Background: an optimization exercise with open tools, aiming at small area and few clock cycles per item. Do not read the settings as production practice.
The RTL was checked by simulation tests, not by an equivalence proof against the original design.
Power is estimated from default activity; no workload was simulated.

`flow/run.sh`:
```
#!/bin/bash
# synth_recipe.tcl (not shown) runs the flow's synth.tcl, then flattens the netlist and writes it again
# the make line also repeats each setting of config.mk as NAME=value (left out here)
make -C /OpenROAD-flow-scripts/flow DESIGN_CONFIG=/design/flow/config.mk WORK_HOME=/design/flow/orfs CLKGATE_MAP_FILE= SYNTH_SCRIPT=/design/flow/synth_recipe.tcl finish
```
`flow/config.mk`:
```
export PLATFORM = sky130hd
export DESIGN_NAME = LCD_CTRL
export DESIGN_NICKNAME = LCD_CTRL
export VERILOG_FILES = /design/flow/design.v
export SDC_FILE = /design/flow/constraint.sdc
export NUM_CORES = 4
export LEC_CHECK = 0
export CAP_MARGIN = 20
export CORE_MARGIN = 2
export CORE_UTILIZATION = 60
export CTS_BUF_LIST = sky130_fd_sc_hd__clkbuf_4 sky130_fd_sc_hd__clkbuf_2
export SLEW_MARGIN = 20
```
`flow/constraint.sdc`:
```
create_clock -name core_clock -period 8.0 [get_ports {clk}]
set_input_delay 1.6000 -clock core_clock [delete_from_list [all_inputs] [get_ports {clk}]]
set_output_delay 1.6000 -clock core_clock [all_outputs]
set_load 0.01 [all_outputs]
```
`flow/design.v`:
```
`timescale 1ns/1ps
module LCD_CTRL(clk, reset, datain, cmd, cmd_valid, dataout, output_valid, busy);
input           clk;
input           reset;
input   [7:0]   datain;
input   [2:0]   cmd;
input           cmd_valid;
output  [7:0]   dataout;
output          output_valid;
output reg      busy;
reg        ov;           
reg        ld;           
reg        wt;           
reg  [3:0] pa;           
reg  [3:0] pb;           
reg  [3:0] x;            
reg  [2:0] y;            
reg        fit;          
reg  [3:0] i;            
reg  [3:0] sa;           
reg  [2:0] sh;           
assign output_valid = ov;
reg [863:0] q;           
always @(posedge clk)
  q <= {(ld ? datain : q[7:0]), q[863:8]};
reg [95:0] rowq;
always @(*) begin
  case (sa)
    4'd0: rowq = q[95:0];
    4'd1: rowq = q[191:96];
    4'd2: rowq = q[287:192];
    4'd3: rowq = q[383:288];
    4'd4: rowq = q[479:384];
    4'd5: rowq = q[575:480];
    4'd6: rowq = q[671:576];
    4'd7: rowq = q[767:672];
    default: rowq = q[863:768];
  endcase
end
reg [7:0] pix;
always @(*) begin
  case (sh)
    3'd0: pix = rowq[7:0];
    3'd1: pix = rowq[23:16];
    3'd2: pix = rowq[39:32];
    3'd3: pix = rowq[55:48];
    3'd4: pix = rowq[71:64];
    default: pix = rowq[87:80];
  endcase
end
assign dataout = pix;
wire accept = cmd_valid && !busy;
reg        nfit;
reg  [3:0] nx;
reg  [2:0] ny;
always @(*) begin
  nfit = fit; nx = x; ny = y;
  case (cmd)
    3'd1: nfit = 1'b0;
    3'd2: begin nfit = 1'b1; nx = 4'd4; ny = 3'd3; end
    3'd3: if (!fit && x != 4'd8) nx = x + 4'd1;
    3'd4: if (!fit && x != 4'd0) nx = x - 4'd1;
    3'd5: if (!fit && y != 3'd0) ny = y - 3'd1;
    3'd6: if (!fit && y != 3'd5) ny = y + 3'd1;
    default: ;
  endcase
end
wire [3:0] r0 = nfit ? 4'd1 : {1'b0, ny};
wire [3:0] c0 = nfit ? 4'd1 : nx;
wire [4:0] nb = {1'b0, c0} - {1'b0, pb} - 5'd1;
wire [3:0] b0 = nb[4] ? nb[3:0] + 4'd12 : nb[3:0];
wire [4:0] na = {1'b0, r0} - {1'b0, pa} - {4'd0, nb[4]};
wire [3:0] a0 = na[4] ? na[3:0] + 4'd9 : na[3:0];
reg        da;
reg  [2:0] dh;
always @(*) begin
  if (fit) begin
    da = (i[1:0] == 2'd3);
    dh = 3'd1;                        
  end else begin
    da = 1'b0;
    dh = (i[1:0] == 2'd3) ? 3'd4 : 3'd0;    
  end
end
wire [3:0] hs = {1'b0, sh} + {1'b0, dh};
wire       hc = (hs >= 4'd6);
wire [2:0] h1 = hc ? hs[2:0] - 3'd6 : hs[2:0];
wire [3:0] as = sa + {3'd0, da} + {3'd0, hc};
wire [3:0] a1 = (as >= 4'd9) ? as - 4'd9 : as;
wire ph_end = (pa == 4'd8) && (pb == 4'd11);
always @(posedge clk or posedge reset) begin
  if (reset) begin
    busy <= 1'b0;
    ov   <= 1'b0;
    ld   <= 1'b0;
    wt   <= 1'b0;
  end else begin
    if (accept) begin
      busy <= 1'b1;
      if (cmd == 3'd0) begin
        ld <= 1'b1;
        ov <= 1'b0;
        wt <= 1'b0;
      end else begin
        ov <= !b0[0];
        wt <= b0[0];
      end
    end else if (ld) begin
      ov <= pa[0] && (pb == 4'd2 || pb == 4'd5 || pb == 4'd8 || pb == 4'd11);
      if (ph_end) begin
        ld   <= 1'b0;
        busy <= 1'b0;
      end
    end else if (wt) begin
      wt <= 1'b0;
      ov <= 1'b1;
    end else if (ov) begin
      if (i == 4'd14) busy <= 1'b0;
      if (i == 4'd15) ov <= 1'b0;
    end
  end
end
always @(posedge clk) begin
  if (accept && cmd == 3'd0) begin
    pa <= 4'd0;
    pb <= 4'd0;
  end else if (pb == 4'd11) begin
    pb <= 4'd0;
    pa <= (pa == 4'd8) ? 4'd0 : pa + 4'd1;
  end else begin
    pb <= pb + 4'd1;
  end
  if (accept) begin
    i <= 4'd0;
    if (cmd != 3'd0) begin
      fit <= nfit;
      x   <= nx;
      y   <= ny;
      sa  <= a0;
      sh  <= b0[3:1];
    end
  end else if (ld) begin
    sa <= 4'd8;
    sh <= 3'd5;
    if (ph_end) begin
      x <= 4'd4;
      y <= 3'd3;
      fit <= 1'b1;
    end
  end else if (!wt) begin
    i  <= i + 4'd1;
    sa <= a1;
    sh <= h1;
  end
end
endmodule
```
==> results of run 1 <==
==> worst paths after layout <==
kind / startpoint / endpoint / slack (ps) / cells after the start
worst max register to register: x[1] / sa[3] / 2540 / 21
min in group asynchronous: reset / ov / 910 / 2
worst max-delay path: sa[2] / dataout[7] / 1920 / 8
worst min register to register: q[861] / q[853] / 290 / 0
max in group asynchronous: reset / busy / 6920 / 2
worst min-delay path: q[861] / q[853] / 290 / 0
==> kinds of logic (layout without fill, tap and decap cells) <==
family                     count (synthesis)  after routing  share of synthesized area [%]
buffers and inverters                    105            432                           2.35
adders and majority gates                 32             32                           1.79
AOI/OAI and AO/OA                        298            298                           8.74
DFF                                      895            895                           75.2
and+or+nand+nor                          259            259                           5.24
muxes                                    109            109                           5.90
other                                      0              1                              0
xor gates and xnor gates                  21             21                          0.765
==> routing by layer <==
metal / wire length (um) / global-route usage (%) / share of wire, % / vias up
li1: - / - / - / 6505
met1: 24000 / 34.3 / 45 / 6752
met2: 24800 / 41.2 / 47 / 438
met3: 3370 / 7.91 / 6.4 / 64
met4: 877 / 8.28 / 1.7 / 0
met5: 0 / 0 / 0 / -
==> placed cells by master (no fill, tap or decap), types with 23 or more instances in the layout <==
master	Yosys	layout
dfxtp_1	876	876
clkbuf_4	0	313
nand2_1	74	74
nor2_1	66	63
mux2i_1	58	58
a21oi_1	55	55
o21ai_0	51	50
a22oi_1	39	39
clkinv_1	0	32
a221oi_1	29	29
inv_1	28	28
ha_1	28	28
nand3_1	26	26
mux2_2	26	26
mux4_2	23	23
clkdlybuf4s50_1	0	23
==> per-stage QoR <==
stage	hold slack (ps)	std cells
2_1_floorplan	310	1719
3_3_place_gp	309	2214
3_5_place_dp	312	2214
4_1_cts	304	2570
5_1_grt	288	2572
6_report	295	2572
==> layout make-up <==
class                      count  share of cell area, %
clock buffer                 313                   8.61
multi-input combinational    719                   19.8
timing repair buffer          46                   1.50
sequential                   895                   66.3
clock inverter                43                  0.949
tap                          525                   2.41
inverter                      30                  0.413
antenna                        1                0.00917
==> sequential cells by signal (all words and copies together) (netlist names) <==
| signal | cells |
|---|---|
| ov | 1 |
| wt | 1 |
| sh | 3 |
| fit | 1 |
| pb | 4 |
| i | 4 |
| pa | 4 |
| sa | 4 |
| ld | 1 |
| x | 4 |
| busy | 1 |
| y | 3 |
| q | 864 |
==> power by group <==
group	total [mW]	switching [mW]	leakage, nW	internal (mW)
logic	2.16	1.40	2.09	0.761
clock network	3.48	1.62	1.56	1.87
registers	5.16	0.249	7.30	4.91
total	10.8	3.27	10.9	7.54
==> impl_metrics.tcl, run 1 <==
set metrics [dict create \
    synthToLayoutAreaGrowth_pct 13.5 \
    timing.final.crit_share_pct 76.0 \
    slew_headroom_pct 31.9 \
    fmaxAchievable_mhz 164 \
    setup_tns_ps 0 \
    clock-root-buffer "clkbuf_4" \
    post_cts_resized 0 \
    place_area_um2 24700 \
    outcome "finished clean" \
    ys_seq_area_share_pct 75.2 \
    clk_pin_slew_worst_paths_ps 70 \
    grt_max_degree 48 \
    finalCriticalPeriod_ps 6080 \
    ant_nets 0 \
    cts_tree "yes" \
    die_y_um 204 \
    report.final.slew_viol_count 0 \
    synth_edf_count 15 \
    h-tree-depth 4 \
    antenna_found_initial 1 \
    drt-wirelength-per-cell_um 20.6 \
    setup_violations 0 \
    hp-class "flop to flop" \
    final_layout_size_suffix_gt1_share_pct 20.3 \
    core_area_um2 39600 \
    crit_buf_inv 2 \
    drc 0 \
    groute.usage.overall_pct 26.0 \
    synth_area_um2 24000 \
    wl_um 53000 \
    cp_common_cell "a21oi_1" \
    vias 13759 \
    critPathTopFamily "simple AND/OR/NAND/NOR gates" \
    postCtsHoldBufs 0 \
    yosysWarnings 1 \
    syn_inst 1719 \
    leakagePower_nw 10.9 \
    hold_viol 0 \
    grt-ovfl-total 0 \
    numClockSinks 895 \
    worst_pin_slew_ps 1010 \
    place_congestion 0.817 \
    grt_pass1_wl_um 80000 \
    arrival_ps 4480 \
    io_buffers 23 \
    peakVddDrop_mv 0.223 \
    clockBufferDepth 3 \
    rsz0062_at_grt "false" \
    critPathMaxStageDelay_ps 780 \
    fill_cells 2934 \
    fp.dieArea_um2 41700 \
    synthTopCellsByArea "dfxtp_1, mux2i_1, mux4_2" \
    power_per_cell_area_nw_per_um2 396 \
    final_area_um2 27300 \
    cp-start-kind "flop" \
    synthArstFlopShare_pct 0.447 \
    yosys.area.top_type_share_pct 72.9 \
    power_mw 10.8 \
    yosysTopAreaCell "dfxtp_1" \
    avgSynthCellArea_um2 14.0 \
    numCtsBuffers 203 \
    post-place-ws_ps 1240 \
    synth_nets 1765 \
    multi_input_area_um2 5410 \
    yosysMostFrequentCell "dfxtp_1" \
    synth-main-ff-cell "dfxtp_1" \
    setup_ws_ps 1920 \
    ys_top_cells_by_count "dfxtp_1, nand2_1, nor2_1" \
    num_rows 73 \
    hpwl_um 33400 \
    postCtsSetupRepairBufs 0 \
    clock-skew-final_ps 43.1 \
    timing.critical_path.cells "buf_4 -> nor2b_1 -> a221o_1 -> a21oi_1 -> nor3_1 -> a2111oi_0 -> a21oi_1 -> clkdlybuf4s50_1" \
    viasPerCell 5.35 \
    ys_ff_latch 895 \
    seq_area_um2 18100 \
    clkLatencyLatePin_ps 890 \
    io_pins 24 \
    utilization_pct 68.8 \
    crit_slowest_cell "nor2b_1" \
    max_cap_viol_count 0 \
    start_util_pct 60.7 \
    crit_type "flop to primary output" \
    cp-end-kind "primary output" \
    grt_pass1_vias 14098 \
    die_x_um 204 \
    critPathMaxFanout 47 \
    firstDrtPassIters 5 \
    drtIter0Drc 1039 \
    critPathRequiredTime_ps 6400 \
    ys_types 74 \
    finalNetCount 1941 \
]
Testbench counts, summed over its fixed seeds: cycles 17,449, commands 768.
==> run 2: changes to the inputs <==
--- a/flow/config.mk
+++ b/flow/config.mk
@@ -9,4 +9,5 @@
 export CORE_MARGIN = 2
 export CORE_UTILIZATION = 60
-export CTS_BUF_LIST = sky130_fd_sc_hd__clkbuf_4 sky130_fd_sc_hd__clkbuf_2
+export CTS_CLUSTER_DIAMETER = 60
+export CTS_CLUSTER_SIZE = 20
 export SLEW_MARGIN = 20
==> impl_metrics.tcl, run 2 <==
set metrics [dict create \
    outcome "finished clean" \
    critPathMaxStageDelay_ps 900 \
    vias 12798 \
    cp-start-kind "input pin" \
    yosys.area.top_type_share_pct 72.9 \
    drtIter0Drc 1034 \
    clk_pin_slew_worst_paths_ps 80 \
    report.final.slew_viol_count 0 \
    groute.usage.overall_pct 25.0 \
    largest_reg_flops 864 \
    synthToLayoutAreaGrowth_pct 8.59 \
    r2r_start "x[1]" \
    wl_um 51300 \
    fmaxAchievable_mhz 159 \
    finalNetCount 1790 \
    largest_register "q" \
    cp.depth 19 \
    reg2reg_depth 21 \
    hp-class "flop to flop" \
    hp-start "q[479]" \
    synthArstFlopShare_pct 0.447 \
    setup_tns_ps 0 \
    ant_nets 0 \
    drc 0 \
    yosysWarnings 1 \
    grt_pass1_wl_um 76900 \
    fp.dieArea_um2 41700 \
    peakVddDrop_mv 0.241 \
    numCtsBuffers 53 \
    synth-main-ff-cell "dfxtp_1" \
    clockBufferDepth 3 \
    cts_tree "yes" \
    clkLatencyLatePin_ps 620 \
    timing.final.crit_share_pct 78.4 \
    synth_edf_count 15 \
    synth_area_um2 24000 \
    ys_types 74 \
    critPathTopFamily "adder cells" \
    num_antenna_cells 0 \
    ys_seq_area_share_pct 75.2 \
    power_per_cell_area_nw_per_um2 379 \
    cp_common_cell "fa_1" \
    h-tree-depth 2 \
    slew_headroom_pct 27.3 \
    syn_inst 1719 \
    grt-ovfl-total 0 \
    arrival_ps 6610 \
    crit_buf_inv 2 \
    setup_violations 0 \
    r2r_slack_ps 2540 \
    hold_viol 0 \
    numClockSinks 895 \
    worstReg2RegEnd "sa[3]" \
    cp-end-kind "flop" \
    clock-skew-final_ps 31.4 \
    die_y_um 204 \
    synthTopCellsByArea "dfxtp_1, mux2i_1, mux4_2" \
    crit_type "input pin to flop" \
    final_layout_size_suffix_gt1_share_pct 8.83 \
    postCtsSetupRepairBufs 0 \
    whs_path_depth 0 \
    yosysTopAreaCell "dfxtp_1" \
    yosysMostFrequentCell "dfxtp_1" \
    io_pins 24 \
    critPathRequiredTime_ps 8340 \
    leakagePower_nw 10.1 \
    viasPerCell 5.61 \
    firstDrtPassIters 7 \
    whs_endpoint "q[471]" \
    io_buffers 23 \
    synth_nets 1765 \
    postCtsHoldBufs 0 \
    timing.critical_path.cells "clkdlybuf4s50_1 -> inv_1 -> o21a_1 -> o21ai_0 -> o311ai_0 -> nand2b_1 -> ha_1 -> fa_1 -> nand2_1 -> nand2b_1 -> a21o_1 -> fa_1 -> fa_1 -> nand2_1 -> a22o_1 -> a32oi_1 -> o221ai_1 -> xnor2_1 -> a21boi_1" \
    start_util_pct 60.7 \
    layout_common_cells "dfxtp_1, nand2_1, nor2_1, mux2i_1, a21oi_1" \
    worst_pin_slew_ps 1090 \
    avgSynthCellArea_um2 14.0 \
    final_common_cell "dfxtp_1" \
    clock-root-buffer "clkbuf_16" \
    ys_top_cells_by_count "dfxtp_1, nand2_1, nor2_1" \
    rsz0062_at_grt "false" \
    grt_pass1_vias 12762 \
    antenna_found_initial 0 \
    drt-wirelength-per-cell_um 22.5 \
    max_cap_viol_count 0 \
    crit_slowest_cell "clkdlybuf4s50_1" \
    critPathMaxFanout 19 \
    place_congestion 0.817 \
    num_rows 73 \
    utilization_pct 65.9 \
    core_area_um2 39600 \
    ys_ff_latch 895 \
    finalCriticalPeriod_ps 6270 \
    grt_max_degree 48 \
    die_x_um 204 \
    hpwl_um 33400 \
    post_cts_resized 0 \
]
## run 2: cell counts after synthesis
No cell type changed its count.
## run 2: routing by layer
layer  wire [um]  track usage (%)  vias up  part of all wire, %
met5           0                0        -                    0
met4        1320             7.84        0                  2.6
met3        2860             4.13       94                  5.6
met2       23400             39.8      381                   46
met1       23700             35.2     6298                   46
li1            -                -     6025                    -
## run 2: worst reg2reg max path: cells and delay by family (launching register included)
kind	cells	cell delay, ps
adder cells (fa/ha/maj)	5	1970
AO/OA/AOI/OAI	8	1420
AND/OR/NAND/NOR	6	1020
flip-flops	1	540
XOR/XNOR	1	180
buffers and inverters	1	90
## run 2: cell families (layout without fill, tap and decap cells)
logic type      Yosys count  count (layout)  share of synthesized area, %
flops                   895             895                          75.2
mux                     109             109                          5.90
simple gates            259             259                          5.24
fa+ha+maj                32              32                          1.79
compound gates          298             298                          8.74
buf+inv                 105             141                          2.35
xor+xnor                 21              21                         0.765
## run 2: report_power, final
part           total (mW)  internal [mW]  switching (mW)
combinational        2.13          0.757            1.38
clock                2.59           1.21            1.38
sequential           5.17           4.90           0.265
total                9.89           6.87            3.02
## run 2: per-stage QoR
| stage | cells | setup slack [ps] | power [mW] | area, um2 | hold WS, ps |
|---|---|---|---|---|---|
| finish | 2280 | 1730 | 9.89 | 26100 | 308 |
| global route | 2280 | 1400 | 10.3 | 26100 | 312 |
| CTS | 2280 | 1860 | 9.93 | 26100 | 319 |
| detailed placement | 2214 | 1240 | 7.39 | 24700 | 312 |
| global placement | 2214 | 1470 | 7.35 | 24700 | 309 |
| floorplan | 1719 | 2490 | 6.60 | 24000 | 310 |
## run 2: worst max-delay path by stage
stage          slack (ps)  startpoint  endpoint
2_1_floorplan        2490      cmd[1]     sa[3]
3_3_place_gp         1470      cmd[2]     sa[3]
3_5_place_dp         1240      cmd[1]     sa[3]
4_1_cts              1860      cmd[1]     sa[3]
5_1_grt              1400      cmd[2]     sa[3]
6_report             1730      cmd[1]     sa[3]
## run 2: layout make-up
cell class                      count  area [um2]
Clock inverter                     10        98.8
Clock buffer                       56        1350
Inverter                           30         113
Tap cell                          525         657
Sequential cell                   895       18100
Multi-Input combinational cell    719        5410
Fill cell                        2968       13500
Timing Repair Buffer               45         395
==> run 3: changes to the inputs <==
--- a/flow/config.mk
+++ b/flow/config.mk
@@ -8,6 +8,4 @@
 export CAP_MARGIN = 20
 export CORE_MARGIN = 2
-export CORE_UTILIZATION = 60
-export CTS_CLUSTER_DIAMETER = 60
-export CTS_CLUSTER_SIZE = 20
+export CORE_UTILIZATION = 40
 export SLEW_MARGIN = 20
==> impl_metrics.tcl, run 3 <==
set metrics [dict create \
    worst_pin_slew_ps 1060 \
    core_area_um2 59200 \
    drt-wirelength-per-cell_um 20.4 \
    numClockSinks 895 \
    hpwl_um 34100 \
    wl_um 53500 \
    synth-simple-area-share_pct 5.24 \
    largest_reg_flops 864 \
    final_common_cell "dfxtp_1" \
    power_per_cell_area_nw_per_um2 410 \
    critPathMaxStageDelay_ps 770 \
    synth-main-ff-cell "dfxtp_1" \
    timing.final.crit_share_pct 77.8 \
    cp-start-kind "flop" \
    groute.usage.overall_pct 17.1 \
    clock-root-buffer "clkbuf_16" \
    slew_headroom_pct 29.4 \
    synthArstFlopShare_pct 0.447 \
    critPathMaxFanout 35 \
    crit_type "flop to primary output" \
    clk_pin_slew_worst_paths_ps 70 \
    fp.dieArea_um2 62100 \
    clock-skew-final_ps 26.8 \
    avgSynthCellArea_um2 14.0 \
    postCtsSetupRepairBufs 0 \
    synthTopCellsByArea "dfxtp_1, mux2i_1, mux4_2" \
    ys_top_cells_by_count "dfxtp_1, nand2_1, nor2_1" \
    setup_violations 0 \
    num_rows 89 \
    grt-ovfl-total 0 \
    timing.critical_path.cells "buf_4 -> nor2b_1 -> buf_4 -> a221oi_1 -> nor3_1 -> o21ai_0 -> and4b_1 -> o22ai_1 -> clkdlybuf4s50_1" \
    synth_edf_count 15 \
    numCtsBuffers 84 \
    drc 0 \
    largest_register "q" \
    cp-end-kind "primary output" \
    yosysMostFrequentCell "dfxtp_1" \
    max_cap_viol_count 0 \
    crit_buf_inv 3 \
    ys_seq_area_share_pct 75.2 \
    setup_ws_ps 1770 \
    peakVddDrop_mv 0.178 \
    fmaxAchievable_mhz 161 \
    report.final.slew_viol_count 0 \
    synth_mux_area_share_pct 5.90 \
    syn_inst 1719 \
    setup_tns_ps 0 \
    cts_tree "yes" \
    viasPerCell 5.02 \
    use_met3_pct 3.46 \
    vias 13146 \
    crit_slowest_cell "edfxtp_1" \
    synthToLayoutAreaGrowth_pct 16.2 \
    die_x_um 249 \
    place_congestion 0.820 \
    io_buffers 23 \
    synth-compound-area-share_pct 8.74 \
    yosysWarnings 1 \
    h-tree-depth 3 \
    met1_usage_pct 23.8 \
    firstDrtPassIters 5 \
    hp-class "flop to flop" \
    grt_pass1_wl_um 81100 \
    finalNetCount 1824 \
    hold_viol 0 \
    synth_top_family_by_area "compound AO/OA/AOI/OAI gates" \
    clkLatencyLatePin_ps 650 \
    critPathTopFamily "buffers and inverters" \
    post-place-ws_ps 1300 \
    final_layout_size_suffix_gt1_share_pct 12.6 \
    yosysTopAreaCell "dfxtp_1" \
    drtIter0Drc 1049 \
    synth_xor_xnor_area_share_pct 0.765 \
    rsz0062_at_grt "false" \
    grtUsageMet2_pct 26.9 \
    arrival_ps 4630 \
    post_cts_resized 0 \
    cp_common_cell "buf_4" \
    top_usage_layer "met2" \
    io_pins 24 \
    grt_pass1_vias 13439 \
    synth_fa_ha_area_share_pct 1.79 \
    yosys.area.top_type_share_pct 72.9 \
    synth_nets 1765 \
    synth_area_um2 24000 \
    die_y_um 249 \
    leakagePower_nw 10.8 \
    ys_ff_latch 895 \
    layout_common_cells "dfxtp_1, clkbuf_16, nand2_1, nor2_1, mux2i_1" \
    grt_max_degree 45 \
    start_util_pct 40.6 \
    ys_types 74 \
    outcome "finished clean" \
    clockBufferDepth 3 \
    postCtsHoldBufs 0 \
    finalCriticalPeriod_ps 6230 \
    antenna_found_initial 0 \
    ant_nets 0 \
    power_mw 11.5 \
    critPathRequiredTime_ps 6400 \
]
run 3: changes by cell type in the layout (fill, tap and decap cells not counted), sizes merged:
cell      delta
buf          +3
bufinv      +10
clkbuf      +58
clkinv      +13
clkinvlp     +3
diode        +1
inv          +2
run 3: through the flow:
step	area [um2]	util [%]	hold slack [ps]	std cells
global route	27900	47.2	313	2617
global placement	25000	42.2	310	2465
finish	27900	47.2	300	2618
floorplan	24000	-	310	1719
detailed placement	25000	42.2	312	2465
CTS	27900	47.2	304	2617
run 3: cells by family after synthesis:
kind of cell,count (synthesis)
AND/OR/NAND/NOR,259
buffers and inverters,105
AO/OA/AOI/OAI,298
multiplexers,109
XOR/XNOR,21
adder cells (fa/ha/maj),32
flip-flops,895
run 3: cell type report:
cell class / count / area [um2]
Fill cell: 5161 / 31300
Sequential cell: 895 / 18100
Multi-Input combinational cell: 719 / 5410
Clock buffer: 114 / 2410
Tap cell: 773 / 967
Clock inverter: 38 / 541
Timing Repair Buffer: 48 / 418
Inverter: 30 / 113
Antenna cell: 1 / 2.50
run 3: final timing paths:
path / startpoint / cells past startpoint / endpoint / slack (ps)
worst max-delay path: sa[1] / 9 / dataout[3] / 1770
worst min-delay path: q[251] / 0 / q[243] / 300
worst max register to register: x[0] / 21 / sa[3] / 2610
worst min register to register: q[251] / 0 / q[243] / 300
max in group asynchronous: reset / 2 / ld / 6700
min in group asynchronous: reset / 2 / busy / 1150
run 3: where the power goes:
group	switching, mW	total [mW]	internal, mW	leakage [nW]
combinational	1.39	2.16	0.764	2.10
sequential	0.271	5.18	4.91	7.30
clock	1.67	4.13	2.46	1.44
run 3: layer usage:
metal | up-vias | share of wire, %
met5 | - | 0
met4 | 0 | 2.5
met3 | 96 | 5.6
li1 | 6149 | -
met1 | 6497 | 47
met2 | 404 | 45
==> run 4: changes to the inputs <==
--- a/flow/design.v
+++ b/flow/design.v
@@ -18,34 +18,21 @@
 reg        fit;          
 reg  [3:0] i;            
-reg  [3:0] sa;           
-reg  [2:0] sh;           
+reg  [8:0] ra;           
+reg  [5:0] hb;           
 assign output_valid = ov;
 reg [863:0] q;           
 always @(posedge clk)
   q <= {(ld ? datain : q[7:0]), q[863:8]};
-reg [95:0] rowq;
+reg [7:0] pix;
+reg [7:0] rowpix;
+integer ia, ih;
 always @(*) begin
-  case (sa)
-    4'd0: rowq = q[95:0];
-    4'd1: rowq = q[191:96];
-    4'd2: rowq = q[287:192];
-    4'd3: rowq = q[383:288];
-    4'd4: rowq = q[479:384];
-    4'd5: rowq = q[575:480];
-    4'd6: rowq = q[671:576];
-    4'd7: rowq = q[767:672];
-    default: rowq = q[863:768];
-  endcase
-end
-reg [7:0] pix;
-always @(*) begin
-  case (sh)
-    3'd0: pix = rowq[7:0];
-    3'd1: pix = rowq[23:16];
-    3'd2: pix = rowq[39:32];
-    3'd3: pix = rowq[55:48];
-    3'd4: pix = rowq[71:64];
-    default: pix = rowq[87:80];
-  endcase
+  pix = 8'd0;
+  for (ia = 0; ia < 9; ia = ia + 1) begin
+    rowpix = 8'd0;
+    for (ih = 0; ih < 6; ih = ih + 1)
+      rowpix = rowpix | ({8{hb[ih]}} & q[96*ia + 16*ih +: 8]);
+    pix = pix | ({8{ra[ia]}} & rowpix);
+  end
 end
 assign dataout = pix;
@@ -72,20 +59,11 @@
 wire [4:0] na = {1'b0, r0} - {1'b0, pa} - {4'd0, nb[4]};
 wire [3:0] a0 = na[4] ? na[3:0] + 4'd9 : na[3:0];
-reg        da;
-reg  [2:0] dh;
-always @(*) begin
-  if (fit) begin
-    da = (i[1:0] == 2'd3);
-    dh = 3'd1;                        
-  end else begin
-    da = 1'b0;
-    dh = (i[1:0] == 2'd3) ? 3'd4 : 3'd0;    
-  end
-end
-wire [3:0] hs = {1'b0, sh} + {1'b0, dh};
-wire       hc = (hs >= 4'd6);
-wire [2:0] h1 = hc ? hs[2:0] - 3'd6 : hs[2:0];
-wire [3:0] as = sa + {3'd0, da} + {3'd0, hc};
-wire [3:0] a1 = (as >= 4'd9) ? as - 4'd9 : as;
+wire rowch = (i[1:0] == 2'd3);
+wire hstep = fit | rowch;
+wire [5:0] hn = fit ? {hb[4:0], hb[5]} : {hb[1:0], hb[5:2]};
+wire hc = fit ? hb[5] : (hb[2] | hb[3] | hb[4] | hb[5]);
+wire [8:0] ra1 = {ra[7:0], ra[8]};
+wire [8:0] ra2 = {ra[6:0], ra[8:7]};
+wire [1:0] astep = (hstep ? {1'b0, hc} : 2'd0) + {1'b0, fit & rowch};
 wire ph_end = (pa == 4'd8) && (pb == 4'd11);
 always @(posedge clk or posedge reset) begin
@@ -137,10 +115,10 @@
       x   <= nx;
       y   <= ny;
-      sa  <= a0;
-      sh  <= b0[3:1];
+      ra  <= 9'd1 << a0;
+      hb  <= 6'd1 << b0[3:1];
     end
   end else if (ld) begin
-    sa <= 4'd8;
-    sh <= 3'd5;
+    ra <= 9'b100000000;
+    hb <= 6'b100000;
     if (ph_end) begin
       x <= 4'd4;
@@ -150,6 +128,7 @@
   end else if (!wt) begin
     i  <= i + 4'd1;
-    sa <= a1;
-    sh <= h1;
+    if (hstep) hb <= hn;
+    if (astep == 2'd1) ra <= ra1;
+    else if (astep == 2'd2) ra <= ra2;
   end
 end
--- a/flow/config.mk
+++ b/flow/config.mk
@@ -8,4 +8,7 @@
 export CAP_MARGIN = 20
 export CORE_MARGIN = 2
-export CORE_UTILIZATION = 40
+export CORE_UTILIZATION = 60
+export CTS_BUF_LIST = sky130_fd_sc_hd__clkbuf_16
+export CTS_CLUSTER_DIAMETER = 80
+export CTS_CLUSTER_SIZE = 36
 export SLEW_MARGIN = 20
==> impl_metrics.tcl, run 4 <==
set metrics [dict create \
    outcome "finished clean" \
    io_buffers 23 \
    p_int_mw 6.32 \
    yosys.area.top_type_share_pct 76.7 \
    synth_edf_count 23 \
    clkPwrFrac_pct 23.4 \
    rsz0062_at_grt "false" \
    yosysWarnings 1 \
    cp-end-kind "flop" \
    fp.dieArea_um2 39700 \
    post_cts_resized 0 \
    finalCriticalPeriod_ps 6370 \
    leakagePower_nw 9.56 \
    ys_ff_latch 903 \
    worst_pin_slew_ps 1130 \
    grt_pass1_wl_um 65200 \
    grt_pass1_vias 11361 \
    power_per_cell_area_nw_per_um2 364 \
    clockBufferDepth 3 \
    num_antenna_cells 0 \
    power_mw 8.94 \
    drtIter0Drc 729 \
    synth-main-ff-cell "dfxtp_1" \
    top_regs "q x864, ra x9, hb x6" \
    grt_max_degree 59 \
    critPathRequiredTime_ps 8350 \
    setup_ws_ps 1630 \
    hold_ws_ps 322 \
    viasPerCell 5.45 \
    syn_inst 1593 \
    yosysMostFrequentCell "dfxtp_1" \
    cp-start-kind "input pin" \
    cp_common_cell "fa_1" \
    p_seq_share_pct 60.2 \
    h-tree-depth 1 \
    grt-ovfl-total 0 \
    yosysTopAreaCell "dfxtp_1" \
    synth_area_um2 22900 \
    numClockSinks 903 \
    post-place-ws_ps 1050 \
    p_comb_share_pct 16.4 \
    report.final.slew_viol_count 0 \
    final_layout_size_suffix_gt1_share_pct 4.74 \
    start_util_pct 60.9 \
    antenna_found_initial 0 \
    place_congestion 0.819 \
    ys_top_cells_by_count "dfxtp_1, a22oi_1, nand3_1" \
    setup_violations 0 \
    fmaxAchievable_mhz 157 \
    instances_no_fill 2114 \
    clock-skew-final_ps 22.1 \
    hp-class "flop to flop" \
    arrival_ps 6720 \
    slew_headroom_pct 24.8 \
    setup_tns_ps 0 \
    die_x_um 199 \
    crit_slowest_cell "clkdlybuf4s50_1" \
    die_y_um 199 \
    postCtsHoldBufs 0 \
    postCtsSetupRepairBufs 0 \
    place_area_um2 23600 \
    drt-wirelength-per-cell_um 19.9 \
    cts_tree "yes" \
    peakVddDrop_mv 0.276 \
    firstDrtPassIters 6 \
    critPathMaxStageDelay_ps 670 \
    clk_pin_slew_worst_paths_ps 120 \
    io_pins 24 \
    timing.final.crit_share_pct 79.6 \
    largest_reg_flops 864 \
    timing.critical_path.cells "clkdlybuf4s50_1 -> nor2_1 -> nand2_1 -> nor3_1 -> mux2i_1 -> a21oi_1 -> or2_1 -> fa_1 -> nor2b_1 -> o21ai_0 -> nand2b_1 -> inv_1 -> fa_1 -> fa_1 -> and3b_1 -> o22ai_2 -> o31ai_1 -> xnor2_2 -> xnor2_2 -> o32ai_1" \
    dp_cells 2070 \
    hold_viol 0 \
    ant_nets 0 \
    vias 11531 \
    hpwl_um 23400 \
    clkLatencyLatePin_ps 630 \
    largest_register "q" \
    drc 0 \
    groute.usage.overall_pct 21.3 \
    netSwitchingFraction_pct 29.3 \
    wl_um 42000 \
    ys_types 59 \
    num_rows 71 \
    synthToLayoutAreaGrowth_pct 7.36 \
    utilization_pct 65.4 \
    synth_nets 1633 \
    crit_type "input pin to flop" \
    final_common_cell "dfxtp_1" \
    synthArstFlopShare_pct 0.443 \
    ys_seq_area_share_pct 80.1 \
    whs_path_depth 0 \
    reg2reg_depth 23 \
    p_sw_mw 2.62 \
    clock-root-buffer "clkbuf_16" \
    numCtsBuffers 31 \
    core_area_um2 37600 \
    synthTopCellsByArea "dfxtp_1, a22oi_1, edfxtp_1" \
    final_area_um2 24600 \
    layout_common_cells "dfxtp_1, a22oi_1, nand3_1, clkbuf_16, nor2_1" \
    avgSynthCellArea_um2 14.4 \
    critPathMaxFanout 14 \
    max_cap_viol_count 0 \
    finalNetCount 1632 \
]
## run 4: cell count changes in the layout (fill, tap and decap cells not counted), sizes merged, moves of 23 or more
cell,change
nor2,-36
mux4,-23
a22oi,+202
a21oi,-38
nand3,+59
clkbuf,-83
mux2i,-42
o21ai,-32
nand2,-52
a221oi,-29
## run 4: kinds of logic after synthesis
group | after synthesis | share of synthesized area [%]
muxes | 26 | 1.19
xor gates and xnor gates | 13 | 0.563
DFF | 903 | 80.1
adders and majority gates | 26 | 1.52
and+or+nand+nor | 195 | 4.29
buffers and inverters | 99 | 1.64
AOI/OAI and AO/OA | 331 | 10.7
## run 4: routing by layer
metal	GRT usage, %	share of wire [%]	wire length (um)
met3	2.63	3.6	1530
met4	4.01	1.5	633
met2	33.7	45	18900
met5	0	0	0
met1	31.9	50	20900
## run 4: final timing paths
check                             from  endpoint  slack [ps]
worst max-delay path            cmd[0]     ra[1]        1630
worst min-delay path             q[46]     q[38]         320
worst max register to register    x[0]     ra[1]        2590
worst min register to register   q[46]     q[38]         320
max in group asynchronous        reset        wt        6690
min in group asynchronous        reset        ov        1160
## run 4: layout make-up
type / instances / area [um2]
clock buffers: 31 / 776
clock inverters: 13 / 190
fillers: 2814 / 13000
inverters: 28 / 105
multi-input cells: 591 / 4180
flip-flops and latches: 903 / 18300
well taps: 511 / 639
repair buffers: 37 / 348
## run 4: power by group through the flow
stage / clock network [mW] / registers (mW) / logic [mW]
floorplan: 0 / 5.22 / 1.04
global placement: 0 / 5.47 / 1.45
detailed placement: 0 / 5.48 / 1.48
CTS: 2.15 / 5.38 / 1.49
global route: 2.30 / 5.43 / 1.60
finish: 2.09 / 5.38 / 1.47
## run 4: critical path, delay by kind of cell
family | cells | cell delay, ps
buf+inv | 2 | 730
simple gates | 7 | 1490
xor+xnor | 2 | 520
compound gates | 5 | 850
mux | 1 | 240
fa+ha+maj | 3 | 1280
Testbench counts of run 4, summed over its fixed seeds: cycles 17,449, commands 768.
==> run 5: changes to the inputs <==
--- a/flow/config.mk
+++ b/flow/config.mk
@@ -9,6 +9,6 @@
 export CORE_MARGIN = 2
 export CORE_UTILIZATION = 60
-export CTS_BUF_LIST = sky130_fd_sc_hd__clkbuf_16
-export CTS_CLUSTER_DIAMETER = 80
-export CTS_CLUSTER_SIZE = 36
+export CTS_BUF_LIST = sky130_fd_sc_hd__clkbuf_8
+export CTS_CLUSTER_DIAMETER = 60
+export CTS_CLUSTER_SIZE = 20
 export SLEW_MARGIN = 20
==> impl_metrics.tcl, run 5 <==
set metrics [dict create \
    critPathRequiredTime_ps 8400 \
    final_common_cell "dfxtp_1" \
    cp_common_cell "fa_1" \
    postCtsHoldBufs 0 \
    wl_um 42500 \
    drt-wirelength-per-cell_um 19.9 \
    firstDrtPassIters 7 \
    final_layout_size_suffix_gt1_share_pct 5.68 \
    timing.final.crit_share_pct 79.1 \
    yosysWarnings 1 \
    finalNetCount 1653 \
    fill_cells 2822 \
    clockBufferDepth 3 \
    h-tree-depth 2 \
    ys_top_cells_by_count "dfxtp_1, a22oi_1, nand3_1" \
    die_y_um 199 \
    arrival_ps 6730 \
    start_util_pct 60.9 \
    synth_edf_count 23 \
    vias 11592 \
    clock-skew-final_ps 15.6 \
    critPathMaxFanout 14 \
    synth_nets 1633 \
    yosys.area.top_type_share_pct 76.7 \
    largest_reg_flops 864 \
    clock-root-buffer "clkbuf_8" \
    largest_register "q" \
    num_rows 71 \
    ys_types 59 \
    rsz0062_at_grt "false" \
    cp-end-kind "flop" \
    yosysTopAreaCell "dfxtp_1" \
    post-place-ws_ps 1050 \
    max_cap_viol_count 0 \
    use_met3_pct 3.14 \
    yosysMostFrequentCell "dfxtp_1" \
    antenna_found_initial 0 \
    final_area_um2 24400 \
    fmaxAchievable_mhz 158 \
    synth-main-ff-cell "dfxtp_1" \
    top_usage_layer "met2" \
    postCtsSetupRepairBufs 0 \
    numClockSinks 903 \
    hpwl_um 23400 \
    leakagePower_nw 9.51 \
    post_cts_resized 0 \
    worst_pin_slew_ps 1110 \
    die_x_um 199 \
    drc 0 \
    grt-ovfl-total 0 \
    critPathMaxStageDelay_ps 660 \
    synthToLayoutAreaGrowth_pct 6.62 \
    report.final.slew_viol_count 0 \
    place_congestion 0.819 \
    synth_area_um2 22900 \
    syn_inst 1593 \
    io_pins 24 \
    groute.usage.overall_pct 21.8 \
    timing.critical_path.cells "clkdlybuf4s50_1 -> nor2_1 -> nand2_1 -> nor3_1 -> mux2i_1 -> a21oi_1 -> or2_1 -> fa_1 -> nor2b_1 -> o21ai_0 -> nand2b_1 -> inv_1 -> fa_1 -> fa_1 -> and3b_1 -> o22ai_2 -> o31ai_1 -> xnor2_2 -> xnor2_2 -> o32ai_1" \
    power_per_cell_area_nw_per_um2 358 \
    viasPerCell 5.44 \
    grtUsageMet2_pct 33.5 \
    avgSynthCellArea_um2 14.4 \
    crit_buf_inv 2 \
    crit_slowest_cell "clkdlybuf4s50_1" \
    grt_max_degree 59 \
    peakVddDrop_mv 0.218 \
    grt_pass1_wl_um 65900 \
    synthTopCellsByArea "dfxtp_1, a22oi_1, edfxtp_1" \
    utilization_pct 64.9 \
    ant_nets 0 \
    met1_usage_pct 32.0 \
    hp-class "flop to flop" \
    slew_headroom_pct 26.1 \
    setup_violations 0 \
    setup_tns_ps 0 \
    numCtsBuffers 52 \
    layout_common_cells "dfxtp_1, a22oi_1, nand3_1, clkbuf_8" \
    setup_ws_ps 1670 \
    grt_pass1_vias 11606 \
    ys_ff_latch 903 \
    ys_seq_area_share_pct 80.1 \
    top_regs "q x864, ra x9, hb x6" \
    drtIter0Drc 769 \
    fp.dieArea_um2 39700 \
    outcome "finished clean" \
    hold_viol 0 \
    core_area_um2 37600 \
    io_buffers 23 \
    cp-start-kind "input pin" \
    place_area_um2 23600 \
    clkLatencyLatePin_ps 670 \
    finalCriticalPeriod_ps 6330 \
    num_antenna_cells 0 \
    synthArstFlopShare_pct 0.443 \
    cts_tree "yes" \
    crit_type "input pin to flop" \
    critPathTopFamily "simple AND/OR/NAND/NOR gates" \
    clk_pin_slew_worst_paths_ps 120 \
]
-- run 5: worst paths after layout --
kind / from / to / slack [ps] / cells past startpoint
worst max-delay path: cmd[0] / ra[4] / 1670 / 20
min in group asynchronous: reset / busy / 1100 / 2
worst min register to register: q[570] / q[562] / 330 / 0
worst max register to register: x[0] / ra[4] / 2590 / 23
worst min-delay path: q[570] / q[562] / 330 / 0
max in group asynchronous: reset / ld / 6740 / 2
-- run 5: worst register-to-register path: cells and delay by family, from the launching register on --
family,cells,cell delay [ps]
flops,1,500
fa+ha+maj,5,1710
simple gates,6,1030
buf+inv,3,230
compound gates,7,1160
xor+xnor,2,520
-- run 5: layer usage --
layer	vias up	share of wire, %
li1	5634	-
met1	5657	50
met2	231	44
met3	70	4.0
met4	0	2.2
met5	-	0
-- run 5: layout make-up --
class	instances	area, um2	share of cell area [%]
Sequential cell	903	18300	75.1
Multi-Input combinational cell	591	4180	17.1
Clock inverter	8	66.3	0.272
Clock buffer	53	729	2.99
Inverter	28	105	0.431
Tap cell	511	639	2.62
Timing Repair Buffer	37	348	1.43
-- run 5: report_power, final --
part           leakage (nW)  total [mW]  internal (mW)  switching [mW]
Clock                 0.421        1.89          0.616            1.27
Combinational          1.70        1.47          0.520           0.951
Sequential             7.39        5.38           4.99           0.386
-- run 5: cells by family after synthesis --
family,Yosys count,synth area share [%]
AO/OA/AOI/OAI,331,10.7
XOR/XNOR,13,0.563
adder cells (fa/ha/maj),26,1.52
buffers and inverters,99,1.64
flip-flops,903,80.1
AND/OR/NAND/NOR,195,4.29
multiplexers,26,1.19
-- run 5: metrics by stage --
step                      hold WS (ps)  instances  power [mW]
after global routing               330       2131        9.14
after detailed placement           312       2070        6.96
after floorplan                    310       1593        6.26
after global placement             310       2070        6.93
final                              326       2131        8.74
after CTS                          333       2131        8.82
==> run 6: changes to the inputs <==
==> flow/design.v (replaced) <==
`timescale 1ns/1ps
module LCD_CTRL(clk, reset, datain, cmd, cmd_valid, dataout, output_valid, busy);
input           clk;
input           reset;
input   [7:0]   datain;
input   [2:0]   cmd;
input           cmd_valid;
output  [7:0]   dataout;
output          output_valid;
output reg      busy;
reg        ov;           
reg        ld;           
reg  [3:0] pa;           
reg  [3:0] pb;           
reg  [3:0] x;            
reg  [2:0] y;            
reg        fit;          
reg  [3:0] i;            
reg  [8:0] ra;           
reg  [5:0] hb;           
assign output_valid = ov;
wire wt = busy & ~ov & ~ld;      
reg [863:0] q;           
always @(posedge clk)
  q <= {(ld ? datain : q[7:0]), q[863:8]};
reg [7:0] pix;
reg [7:0] rowpix;
integer ia, ih;
always @(*) begin
  pix = 8'd0;
  for (ia = 0; ia < 9; ia = ia + 1) begin
    rowpix = 8'd0;
    for (ih = 0; ih < 6; ih = ih + 1)
      rowpix = rowpix | ({8{hb[ih]}} & q[96*ia + 16*ih +: 8]);
    pix = pix | ({8{ra[ia]}} & rowpix);
  end
end
assign dataout = pix;
wire accept = cmd_valid & ~busy;
wire cload = (cmd == 3'd0);
wire c_r = (cmd == 3'd3), c_l = (cmd == 3'd4), c_u = (cmd == 3'd5), c_d = (cmd == 3'd6);
wire xinc = c_r & (x != 4'd8), xdec = c_l & (x != 4'd0);
wire yinc = c_d & (y != 3'd5), ydec = c_u & (y != 3'd0);
wire tofit = ~(c_r | c_l | c_u | c_d | (cmd == 3'd1));
wire nfit = tofit | (fit & (cmd != 3'd1));
wire [3:0] xs = x + {xdec, xdec, xdec, xinc | xdec};
wire [2:0] ys = y + {ydec, ydec, ydec | yinc};
wire [3:0] nx = (fit | tofit) ? 4'd4 : xs;
wire [2:0] ny = (fit | tofit) ? 3'd3 : ys;
wire [3:0] r0 = nfit ? 4'd1 : {1'b0, ny};
wire [3:0] c0 = nfit ? 4'd1 : nx;
wire [4:0] nb = {1'b0, c0} - {1'b0, pb} - 5'd1;
wire [3:0] b0 = nb[4] ? nb[3:0] + 4'd12 : nb[3:0];
wire [4:0] na = {1'b0, r0} - {1'b0, pa} - {4'd0, nb[4]};
wire [3:0] a0 = na[4] ? na[3:0] + 4'd9 : na[3:0];
wire rowch = (i[1:0] == 2'd3);
wire hstep = fit | rowch;
wire [5:0] hn = fit ? {hb[4:0], hb[5]} : {hb[1:0], hb[5:2]};
wire hc = fit ? hb[5] : ~(hb[0] | hb[1]);
wire a1 = hstep & (hc ^ (fit & rowch));
wire a2 = fit & rowch & hc;
wire ph_end = (pa == 4'd8) && (pb == 4'd11);
always @(posedge clk or posedge reset) begin
  if (reset) begin
    busy <= 1'b0;
    ov   <= 1'b0;
    ld   <= 1'b0;
  end else if (accept) begin
    busy <= 1'b1;
    ld   <= cload;
    ov   <= ~cload & ~b0[0];
  end else if (ld) begin
    ov <= pa[0] && (pb == 4'd2 || pb == 4'd5 || pb == 4'd8 || pb == 4'd11);
    if (ph_end) begin
      ld   <= 1'b0;
      busy <= 1'b0;
    end
  end else if (wt) begin
    ov <= 1'b1;
  end else if (ov) begin
    if (i == 4'd14) busy <= 1'b0;
    if (i == 4'd15) ov <= 1'b0;
  end
end
always @(posedge clk) begin
  if (accept && cload) begin
    pa <= 4'd0;
    pb <= 4'd0;
  end else if (pb == 4'd11) begin
    pb <= 4'd0;
    pa <= (pa == 4'd8) ? 4'd0 : pa + 4'd1;
  end else begin
    pb <= pb + 4'd1;
  end
  if (accept) begin
    i   <= 4'd0;
    fit <= nfit;
    x   <= nx;
    y   <= ny;
    ra  <= cload ? 9'b100000000 : 9'd1 << a0;
    hb  <= cload ? 6'b100000 : 6'd1 << b0[3:1];
  end else if (ov & ~ld) begin
    i <= i + 4'd1;
    if (hstep) hb <= hn;
    if (a1) ra <= {ra[7:0], ra[8]};
    else if (a2) ra <= {ra[6:0], ra[8:7]};
  end
end
endmodule
--- a/flow/config.mk
+++ b/flow/config.mk
@@ -9,6 +9,6 @@
 export CORE_MARGIN = 2
 export CORE_UTILIZATION = 60
-export CTS_BUF_LIST = sky130_fd_sc_hd__clkbuf_8
-export CTS_CLUSTER_DIAMETER = 60
-export CTS_CLUSTER_SIZE = 20
+export CTS_BUF_LIST = sky130_fd_sc_hd__clkbuf_4
+export CTS_CLUSTER_DIAMETER = 40
+export CTS_CLUSTER_SIZE = 10
 export SLEW_MARGIN = 20
==> impl_metrics.tcl, run 6 <==
set metrics [dict create \
    crit_slowest_cell "clkdlybuf4s50_1" \
    synthTopCellsByArea "dfxtp_1, a22oi_1, edfxtp_1" \
    clkLatencyLatePin_ps 830 \
    critPathMaxStageDelay_ps 650 \
    p_int_mw 6.28 \
    io_pins 24 \
    peakVddDrop_mv 0.254 \
    numCtsBuffers 105 \
    fill_cells 2864 \
    die_y_um 199 \
    avgSynthCellArea_um2 14.6 \
    clock-skew-final_ps 62.0 \
    numClockSinks 902 \
    h-tree-depth 3 \
    whs_path_depth 0 \
    yosysTopAreaCell "dfxtp_1" \
    ant_nets 0 \
    largest_reg_flops 864 \
    power_per_cell_area_nw_per_um2 374 \
    timing.final.crit_share_pct 82.8 \
    synth_area_um2 22800 \
    worstReg2RegEnd "ra[4]" \
    yosys.area.top_type_share_pct 77.1 \
    fmaxAchievable_mhz 151 \
    r2r_slack_ps 1940 \
    met1_usage_pct 31.6 \
    outcome "finished clean" \
    clockBufferDepth 3 \
    postCtsHoldBufs 0 \
    num_rows 71 \
    syn_inst 1554 \
    yosysMostFrequentCell "dfxtp_1" \
    firstDrtPassIters 6 \
    p_comb_share_pct 19.8 \
    reg2reg_depth 23 \
    ys_seq_area_share_pct 80.4 \
    fp.dieArea_um2 39500 \
    r2r_start "x[1]" \
    final_layout_size_suffix_gt1_share_pct 10.5 \
    cp-start-kind "input pin" \
    grt-ovfl-total 0 \
    grt_pass1_vias 11827 \
    p_seq_share_pct 57.8 \
    synth_nets 1593 \
    antenna_found_initial 1 \
    place_area_um2 23400 \
    groute.usage.overall_pct 22.0 \
    setup_violations 0 \
    whs_endpoint "q[263]" \
    clk_pin_slew_worst_paths_ps 110 \
    leakagePower_nw 9.67 \
    cp-end-kind "flop" \
    rsz0062_at_grt "false" \
    largest_register "q" \
    core_area_um2 37500 \
    clkPwrFrac_pct 22.4 \
    crit_type "input pin to flop" \
    synthArstFlopShare_pct 0.333 \
    finalCriticalPeriod_ps 6620 \
    start_util_pct 60.7 \
    viasPerCell 5.35 \
    setup_tns_ps 0 \
    ys_ff_latch 902 \
    yosysWarnings 1 \
    post_cts_resized 0 \
    timing.critical_path.cells "clkdlybuf4s50_1 -> nor3b_1 -> and2_1 -> a41o_2 -> ha_1 -> ha_1 -> a21oi_1 -> xor2_1 -> nand2_1 -> and2_1 -> ha_1 -> nor2b_1 -> o21ai_0 -> nand2b_1 -> inv_1 -> fa_1 -> fa_1 -> inv_1 -> ha_1 -> nor3b_1 -> o21a_1 -> a221o_2 -> or3_1 -> o32ai_1" \
    critPathTopFamily "adder cells" \
    crit_buf_inv 3 \
    grt_pass1_wl_um 65900 \
    top_regs "q x864, ra x9, hb x6" \
    vias 11591 \
    grtUsageMet2_pct 32.8 \
    p_sw_mw 2.87 \
    cp_common_cell "ha_1" \
    wl_um 42100 \
    max_cap_viol_count 0 \
    clock-root-buffer "clkbuf_4" \
    hpwl_um 22900 \
    cts_tree "yes" \
    drtIter0Drc 561 \
    use_met3_pct 5.10 \
    finalNetCount 1669 \
    hp-class "flop to flop" \
    die_x_um 199 \
    hold_viol 0 \
    drc 0 \
    synth_edf_count 23 \
    report.final.slew_viol_count 0 \
    drt-wirelength-per-cell_um 19.4 \
    worst_pin_slew_ps 976 \
    final_common_cell "dfxtp_1" \
    layout_common_cells "dfxtp_1, a22oi_1, clkbuf_4, nand3_1, inv_1" \
    postCtsSetupRepairBufs 0 \
    ys_types 67 \
    critPathRequiredTime_ps 8620 \
    synthToLayoutAreaGrowth_pct 7.46 \
    grt_max_degree 61 \
    synth-main-ff-cell "dfxtp_1" \
    place_congestion 0.805 \
    utilization_pct 65.2 \
    final_area_um2 24500 \
    ys_top_cells_by_count "dfxtp_1, a22oi_1, nand3_1" \
    io_buffers 23 \
    hp-start "q[271]" \
    arrival_ps 7250 \
    slew_headroom_pct 34.9 \
    top_usage_layer "met2" \
    netSwitchingFraction_pct 31.4 \
    critPathMaxFanout 10 \
]
run 6: cell types whose count changed in the layout (fill, tap and decap cells not counted), sizes merged, moves of 5 or more:
cell | previous run | this run
o22ai | 7 | 1
nand2b | 8 | 3
o21ai | 19 | 13
clkinv | 1 | 8
nor2 | 30 | 23
o32ai | 8 | 13
clkbuf | 53 | 119
nand3 | 85 | 78
and2 | 0 | 6
run 6: worst max path at each step:
stage	end	start	slack, ps	depth (start not counted)
2_1_floorplan	ra[6]	cmd[1]	1660	24
3_3_place_gp	ra[6]	cmd[1]	760	24
3_5_place_dp	ra[4]	cmd[1]	600	24
4_1_cts	ra[4]	cmd[1]	1490	24
5_1_grt	ra[4]	cmd[1]	1080	24
6_report	ra[4]	cmd[1]	1380	24
run 6: cell families (layout without fill, tap and decap cells):
group           Yosys count  in the layout  share of synthesized area [%]
fa+ha+maj                25             25                           1.51
flops                   902            902                           80.4
xor+xnor                 18             18                          0.693
mux                      25             25                           1.15
simple gates            174            174                           3.99
buf+inv                  97            199                           1.70
other cells               0              1                              0
compound gates          313            313                           10.5
run 6: worst reg2reg max path, delay by kind of cell, from the launching register on:
family | cells | cell delay, ps
AND/OR/NAND/NOR | 8 | 1920
AO/OA/AOI/OAI | 6 | 1160
buffers and inverters | 2 | 160
flip-flops | 1 | 480
XOR/XNOR | 1 | 160
adder cells (fa/ha/maj) | 6 | 2000
run 6: area by class of cell:
type                            count  area (um2)  area share (%)
Sequential cell                   902       18300            74.9
Clock inverter                     14         106           0.435
Antenna cell                        1        2.50          0.0102
Inverter                           29         109           0.445
Tap cell                          511         639            2.61
Timing Repair Buffer               37         335            1.37
Clock buffer                      119         893            3.65
Multi-Input combinational cell    555        4060            16.6
run 6: per-layer routing:
metal / wire length (um) / part of all wire, %
met3: 1830 / 4.3
met1: 21000 / 50
met2: 18400 / 44
met4: 873 / 2.1
met5: 0 / 0
run 6: power by group through the flow:
| stage | clock network (mW) | registers, mW | logic (mW) |
|---|---|---|---|
| 2_1_floorplan | 0 | 5.15 | 1.25 |
| 3_3_place_gp | 0 | 5.38 | 1.78 |
| 3_5_place_dp | 0 | 5.39 | 1.80 |
| 4_1_cts | 2.13 | 5.29 | 1.81 |
| 5_1_grt | 2.31 | 5.33 | 1.97 |
| 6_report | 2.05 | 5.29 | 1.81 |
run 6: per-stage QoR:
stage          setup slack [ps]  cells  hold WS [ps]  power, mW
2_1_floorplan              1660   1554           310       6.40
3_3_place_gp                756   2033           310       7.16
3_5_place_dp                597   2033           312       7.19
4_1_cts                    1490   2166           297       9.23
5_1_grt                    1080   2168           314       9.62
6_report                   1380   2168           296       9.15
Testbench counts of run 6, summed over its fixed seeds: cycles 17,449, commands 768.
==> run 7: changes to the inputs <==
--- a/flow/config.mk
+++ b/flow/config.mk
@@ -9,6 +9,6 @@
 export CORE_MARGIN = 2
 export CORE_UTILIZATION = 60
-export CTS_BUF_LIST = sky130_fd_sc_hd__clkbuf_4
-export CTS_CLUSTER_DIAMETER = 40
-export CTS_CLUSTER_SIZE = 10
+export CTS_BUF_LIST = sky130_fd_sc_hd__clkbuf_8
+export CTS_CLUSTER_DIAMETER = 60
+export CTS_CLUSTER_SIZE = 20
 export SLEW_MARGIN = 20
==> impl_metrics.tcl, run 7 <==
set metrics [dict create \
    setup_ws_ps 1250 \
    avgSynthCellArea_um2 14.6 \
    postCtsSetupRepairBufs 0 \
    place_congestion 0.805 \
    finalNetCount 1617 \
    cp-end-kind "flop" \
    synth_edf_count 23 \
    groute.usage.overall_pct 21.6 \
    final_layout_size_suffix_gt1_share_pct 6.62 \
    seq_area_um2 18300 \
    hpwl_um 22900 \
    num_rows 71 \
    vias 11367 \
    drc 0 \
    drtIter0Drc 552 \
    h-tree-depth 2 \
    p_int_mw 6.20 \
    final_area_um2 24300 \
    synthToLayoutAreaGrowth_pct 6.75 \
    critPathMaxStageDelay_ps 650 \
    fill_cells 2842 \
    yosysTopAreaCell "dfxtp_1" \
    clkPwrFrac_pct 21.3 \
    critPathMaxFanout 10 \
    ys_top_cells_by_count "dfxtp_1, a22oi_1, nand3_1" \
    dp_cells 2033 \
    fp.dieArea_um2 39500 \
    p_sw_mw 2.82 \
    antenna_found_initial 0 \
    fmaxAchievable_mhz 148 \
    yosysWarnings 1 \
    synth_area_um2 22800 \
    synth-main-ff-cell "dfxtp_1" \
    largest_reg_flops 864 \
    crit_slowest_cell "clkdlybuf4s50_1" \
    grt_pass1_wl_um 64700 \
    critPathRequiredTime_ps 8500 \
    core_area_um2 37500 \
    hold_viol 0 \
    numCtsBuffers 53 \
    firstDrtPassIters 5 \
    ys_ff_latch 902 \
    grt-ovfl-total 0 \
    ys_types 67 \
    synthArstFlopShare_pct 0.333 \
    crit_type "input pin to flop" \
    peakVddDrop_mv 0.260 \
    rsz0062_at_grt "false" \
    start_util_pct 60.7 \
    numClockSinks 902 \
    wl_um 41600 \
    arrival_ps 7250 \
    ant_nets 0 \
    multi_input_area_um2 4060 \
    final_common_cell "dfxtp_1" \
    p_comb_share_pct 20.0 \
    post_cts_resized 0 \
    hold_ws_ps 327 \
    syn_inst 1554 \
    power_per_cell_area_nw_per_um2 371 \
    clock-skew-final_ps 30.3 \
    top_regs "q x864, ra x9, hb x6" \
    leakagePower_nw 9.51 \
    drt-wirelength-per-cell_um 19.8 \
    instances_no_fill 2098 \
    grt_pass1_vias 11283 \
    max_cap_viol_count 0 \
    io_pins 24 \
    grt_max_degree 61 \
    viasPerCell 5.42 \
    synth_nets 1593 \
    outcome "finished clean" \
    post-place-ws_ps 597 \
    yosysMostFrequentCell "dfxtp_1" \
    place_area_um2 23400 \
    setup_violations 0 \
    largest_register "q" \
    finalCriticalPeriod_ps 6750 \
    ys_seq_area_share_pct 80.4 \
    yosys.area.top_type_share_pct 77.1 \
    die_x_um 199 \
    netSwitchingFraction_pct 31.3 \
    cp-start-kind "input pin" \
    synthTopCellsByArea "dfxtp_1, a22oi_1, edfxtp_1" \
    num_antenna_cells 0 \
    layout_common_cells "dfxtp_1, a22oi_1, nand3_1, clkbuf_8, inv_1" \
    timing.critical_path.cells "clkdlybuf4s50_1 -> nor3b_1 -> and2_1 -> a41o_2 -> ha_1 -> ha_1 -> a21oi_1 -> xor2_1 -> nand2_1 -> and2_1 -> ha_1 -> nor2b_1 -> o21ai_0 -> nand2b_1 -> inv_1 -> fa_1 -> fa_1 -> inv_1 -> ha_1 -> nor3b_1 -> o21a_1 -> a221o_2 -> or3_1 -> o32ai_1" \
    hp-class "flop to flop" \
    worst_pin_slew_ps 997 \
    cp_common_cell "ha_1" \
    clk_pin_slew_worst_paths_ps 120 \
    io_buffers 23 \
    utilization_pct 64.8 \
    setup_tns_ps 0 \
    clkLatencyLatePin_ps 670 \
    clockBufferDepth 3 \
    critPathTopFamily "adder cells" \
    postCtsHoldBufs 0 \
    report.final.slew_viol_count 0 \
    cts_tree "yes" \
    die_y_um 199 \
    crit_buf_inv 3 \
    power_mw 9.02 \
    slew_headroom_pct 33.5 \
    p_seq_share_pct 58.7 \
    clock-root-buffer "clkbuf_8" \
    timing.final.crit_share_pct 84.3 \
]
## run 7: cell counts after synthesis
No cell type changed its count.
## run 7: cell families (layout without fill, tap and decap cells)
logic type                 after synthesis  in the layout  share of synthesized area, %
AOI/OAI and AO/OA                      313            313                          10.5
adders and majority gates               25             25                          1.51
DFF                                    902            902                          80.4
xor gates and xnor gates                18             18                         0.693
buffers and inverters                   97            130                          1.70
and+or+nand+nor                        174            174                          3.99
muxes                                   25             25                          1.15
## run 7: area by class of cell
class | instances | share of cell area [%]
Clock inverter | 9 | 0.340
Tap cell | 511 | 2.63
Clock buffer | 55 | 3.12
Multi-Input combinational cell | 555 | 16.7
Inverter | 29 | 0.448
Sequential cell | 902 | 75.4
Timing Repair Buffer | 37 | 1.38
## run 7: worst paths after layout
path	from	endpoint	slack [ps]	cells past startpoint
max	cmd[1]	ra[4]	1250	24
min	q[812]	q[804]	330	0
max reg2reg	x[1]	ra[4]	1990	23
min reg2reg	q[812]	q[804]	330	0
max in group asynchronous	reset	ov	6720	2
min in group asynchronous	reset	busy	1140	2
## run 7: worst reg2reg max path: stages, from the launching register on
cell and delay (ps):
edfxtp_1 470, or4_1 570, and2_1 200, a41o_2 240
ha_1 200, ha_1 200, a21oi_1 140, xor2_1 160
nand2_1 80, and2_1 180, ha_1 340, nor2b_1 190
o21ai_0 100, nand2b_1 150, inv_1 70, fa_1 410
fa_1 620, inv_1 90, ha_1 230, nor3b_1 140
o21a_1 110, a221o_2 350, or3_1 400, o32ai_1 230
## run 7: power by group through the flow
stage | sequential, mW | clock (mW) | combinational, mW
2_1_floorplan | 5.15 | 0 | 1.25
3_3_place_gp | 5.38 | 0 | 1.78
3_5_place_dp | 5.39 | 0 | 1.80
4_1_cts | 5.29 | 1.98 | 1.81
5_1_grt | 5.33 | 2.15 | 1.97
6_report | 5.29 | 1.92 | 1.81
## run 7: per-layer routing
layer | track usage (%) | vias to the layer above | routed length, um
met5 | 0 | - | 0
li1 | - | 5491 | -
met4 | 6.99 | 0 | 1060
met2 | 32.1 | 222 | 17800
met1 | 31.8 | 5587 | 20900
met3 | 4.34 | 67 | 1850
==> run 8: changes to the inputs <==
--- a/flow/design.v
+++ b/flow/design.v
@@ -25,13 +25,13 @@
   q <= {(ld ? datain : q[7:0]), q[863:8]};
 reg [7:0] pix;
-reg [7:0] rowpix;
+reg [7:0] colpix;
 integer ia, ih;
 always @(*) begin
   pix = 8'd0;
-  for (ia = 0; ia < 9; ia = ia + 1) begin
-    rowpix = 8'd0;
-    for (ih = 0; ih < 6; ih = ih + 1)
-      rowpix = rowpix | ({8{hb[ih]}} & q[96*ia + 16*ih +: 8]);
-    pix = pix | ({8{ra[ia]}} & rowpix);
+  for (ih = 0; ih < 6; ih = ih + 1) begin
+    colpix = 8'd0;
+    for (ia = 0; ia < 9; ia = ia + 1)
+      colpix = colpix | ({8{ra[ia]}} & q[96*ia + 16*ih +: 8]);
+    pix = pix | ({8{hb[ih]}} & colpix);
   end
 end
==> impl_metrics.tcl, run 8 <==
set metrics [dict create \
    cp-start-kind "input pin" \
    slew_headroom_pct 33.4 \
    dp_cells 1985 \
    finalCriticalPeriod_ps 6610 \
    postCtsHoldBufs 0 \
    critPathRequiredTime_ps 8480 \
    firstDrtPassIters 8 \
    numCtsBuffers 52 \
    post-place-ws_ps 790 \
    clkLatencyLatePin_ps 690 \
    num_rows 71 \
    start_util_pct 60.4 \
    r2r_slack_ps 2160 \
    core_area_um2 37400 \
    utilization_pct 64.4 \
    drt-wirelength-per-cell_um 20.4 \
    setup_tns_ps 0 \
    postCtsSetupRepairBufs 0 \
    endpoint "ra[6]" \
    hp-start "q[861]" \
    fp.dieArea_um2 39200 \
    clockBufferDepth 3 \
    synth_nets 1546 \
    rsz0062_at_grt "false" \
    arrival_ps 7090 \
    fmaxAchievable_mhz 151 \
    clock-skew-final_ps 28.5 \
    place_congestion 0.805 \
    yosysWarnings 1 \
    hold_viol 0 \
    instances_no_fill 2049 \
    clock-root-buffer "clkbuf_8" \
    wl_um 41700 \
    ys_ff_latch 902 \
    timing.final.crit_share_pct 82.7 \
    synthTopCellsByArea "dfxtp_1, edfxtp_1, a22oi_1" \
    antenna_found_initial 1 \
    worst_pin_slew_ps 998 \
    critPathMaxFanout 12 \
    final_layout_size_suffix_gt1_share_pct 6.18 \
    drc 0 \
    hpwl_um 25300 \
    final_common_cell "dfxtp_1" \
    layout_common_cells "dfxtp_1, a22oi_1, nand3_1, clkbuf_8" \
    largest_register "q" \
    grt_pass1_wl_um 63500 \
    peakVddDrop_mv 0.242 \
    yosysMostFrequentCell "dfxtp_1" \
    io_buffers 23 \
    grt_max_degree 39 \
    outcome "finished clean" \
    die_y_um 198 \
    cp-end-kind "flop" \
    crit_type "input pin to flop" \
    cts_tree "yes" \
    synth_edf_count 23 \
    viasPerCell 5.46 \
    reg2reg_depth 22 \
    max_cap_viol_count 0 \
    yosys.area.top_type_share_pct 77.6 \
    io_pins 24 \
    synth_area_um2 22600 \
    ys_top_cells_by_count "dfxtp_1, a22oi_1, nand3_1" \
    hold_ws_ps 314 \
    clk_pin_slew_worst_paths_ps 120 \
    grt_pass1_vias 11031 \
    vias 11191 \
    num_antenna_cells 0 \
    worstReg2RegEnd "ra[6]" \
    ys_types 58 \
    largest_reg_flops 864 \
    avgSynthCellArea_um2 15.0 \
    power_per_cell_area_nw_per_um2 370 \
    startpoint "cmd[1]" \
    yosysTopAreaCell "dfxtp_1" \
    h-tree-depth 2 \
    finalNetCount 1567 \
    syn_inst 1507 \
    ys_seq_area_share_pct 81.0 \
    report.final.slew_viol_count 0 \
    post_cts_resized 0 \
    die_x_um 198 \
    r2r_start "x[1]" \
    ant_nets 0 \
    synth-main-ff-cell "dfxtp_1" \
    synthArstFlopShare_pct 0.333 \
    groute.usage.overall_pct 21.6 \
    synthToLayoutAreaGrowth_pct 6.65 \
    setup_violations 0 \
    hp-class "flop to flop" \
    numClockSinks 902 \
    top_regs "q x864, ra x9, hb x6" \
    setup_ws_ps 1390 \
    drtIter0Drc 1030 \
    grt-ovfl-total 0 \
    leakagePower_nw 9.52 \
]
## run 8: cell count changes after synthesis, moves of 5 or more
cell      before  now
a221oi_1       1   48
a222oi_1       8   48
a22o_1         0   48
a22oi_1      240   72
buf_1         22    8
clkbuf_1      42   59
nand2_1       19   27
nand3_1       78   60
nand4_1       10    4
o22ai_1        1    6
## run 8: cells by family (layout without fill, tap and decap cells)
logic type,count (synthesis),count (layout),share of synthesized area [%]
AO/OA/AOI/OAI,281,281,10.3
XOR/XNOR,18,18,0.814
adder cells (fa/ha/maj),25,25,1.52
buffers and inverters,100,131,1.73
flip-flops,902,902,81.0
multiplexers,25,25,1.15
AND/OR/NAND/NOR,156,156,3.51
## run 8: routing by layer
layer | up-vias | GRT usage, % | wire length [um]
li1 | 5373 | - | -
met1 | 5463 | 31.3 | 19900
met2 | 286 | 33.2 | 18300
met3 | 69 | 4.16 | 2360
met4 | 0 | 6.71 | 1130
met5 | - | 0 | 0
## run 8: final cells by class
cell class	count	area, um2
fillers	2843	13300
well taps	511	639
repair buffers	36	328
clock buffers	52	716
inverters	31	116
flip-flops and latches	902	18300
clock inverters	12	92.6
multi-input cells	505	3900
## run 8: critical path, stage by stage
cell	delay, ps
clkdlybuf4s50_1	580
nor3b_1	410
o41ai_1	230
nand2_1	110
ha_1	190
ha_1	150
a21oi_1	50
xnor2_1	140
nand2b_1	150
and2b_2	210
ha_1	340
nand2b_1	120
nand2b_1	80
a21oi_1	80
fa_1	400
fa_1	510
inv_1	120
ha_1	190
or4b_2	590
o211ai_1	120
o211ai_1	200
nor2_1	140
inv_1	90
o32ai_1	300
## run 8: worst min path at each step
| stage | end | slack (ps) | depth (start not counted) |
|---|---|---|---|
| final | q[853] | 310 | 0 |
| after global routing | q[290] | 330 | 0 |
| after CTS | q[290] | 320 | 0 |
| after detailed placement | q[0] | 310 | 0 |
| after global placement | q[310] | 310 | 0 |
| after floorplan | q[0] | 310 | 0 |
## run 8: metrics by stage
stage | power (mW) | cell area, um2
6_report | 8.91 | 24100
5_1_grt | 9.35 | 24100
4_1_cts | 8.97 | 24100
3_5_place_dp | 7.12 | 23300
3_3_place_gp | 7.08 | 23300
2_1_floorplan | 6.50 | 22600
## run 8: power by group
part	internal, mW	total, mW	switching, mW
Sequential	5.12	5.52	0.405
Clock	0.610	1.88	1.27
Combinational	0.616	1.51	0.891
Total	6.34	8.91	2.56
Testbench counts of run 8, summed over its fixed seeds: cycles 17,449, commands 768.

## what the ideal ports hide
In the flow no input, the clock included, has a driving cell. The finished layouts below were timed again as built, in two steps.
Step 1 sets driving cells, clkbuf_16 on the clock port and buf_2 on the other inputs (assumed; they add their load-dependent delay and slew).
Step 2 also shifts input and output timing later by t, the mid clock arrival at the registers, as if the neighbouring blocks saw the same clock.
a / b / c = no drivers / after step 1 / after step 2; a / b = the first two.
run | t (ns) | setup WS [ns]
run 1 | 0.911 | 1.921 / 1.865 / 1.140
run 2 | 0.665 | 1.728 / 1.758 / 1.093
run 3 | 0.685 | 1.775 / 1.718 / 1.219
run 4 | 0.676 | 1.630 / 1.661 / 0.985
run 5 | 0.714 | 1.670 / 1.699 / 0.985
run 6 | 0.846 | 1.375 / 1.399 / 0.553
run 7 | 0.712 | 1.255 / 1.284 / 0.572
run 8 | 0.716 | 1.388 / 1.414 / 0.698
After both steps every run listed still meets setup and hold.
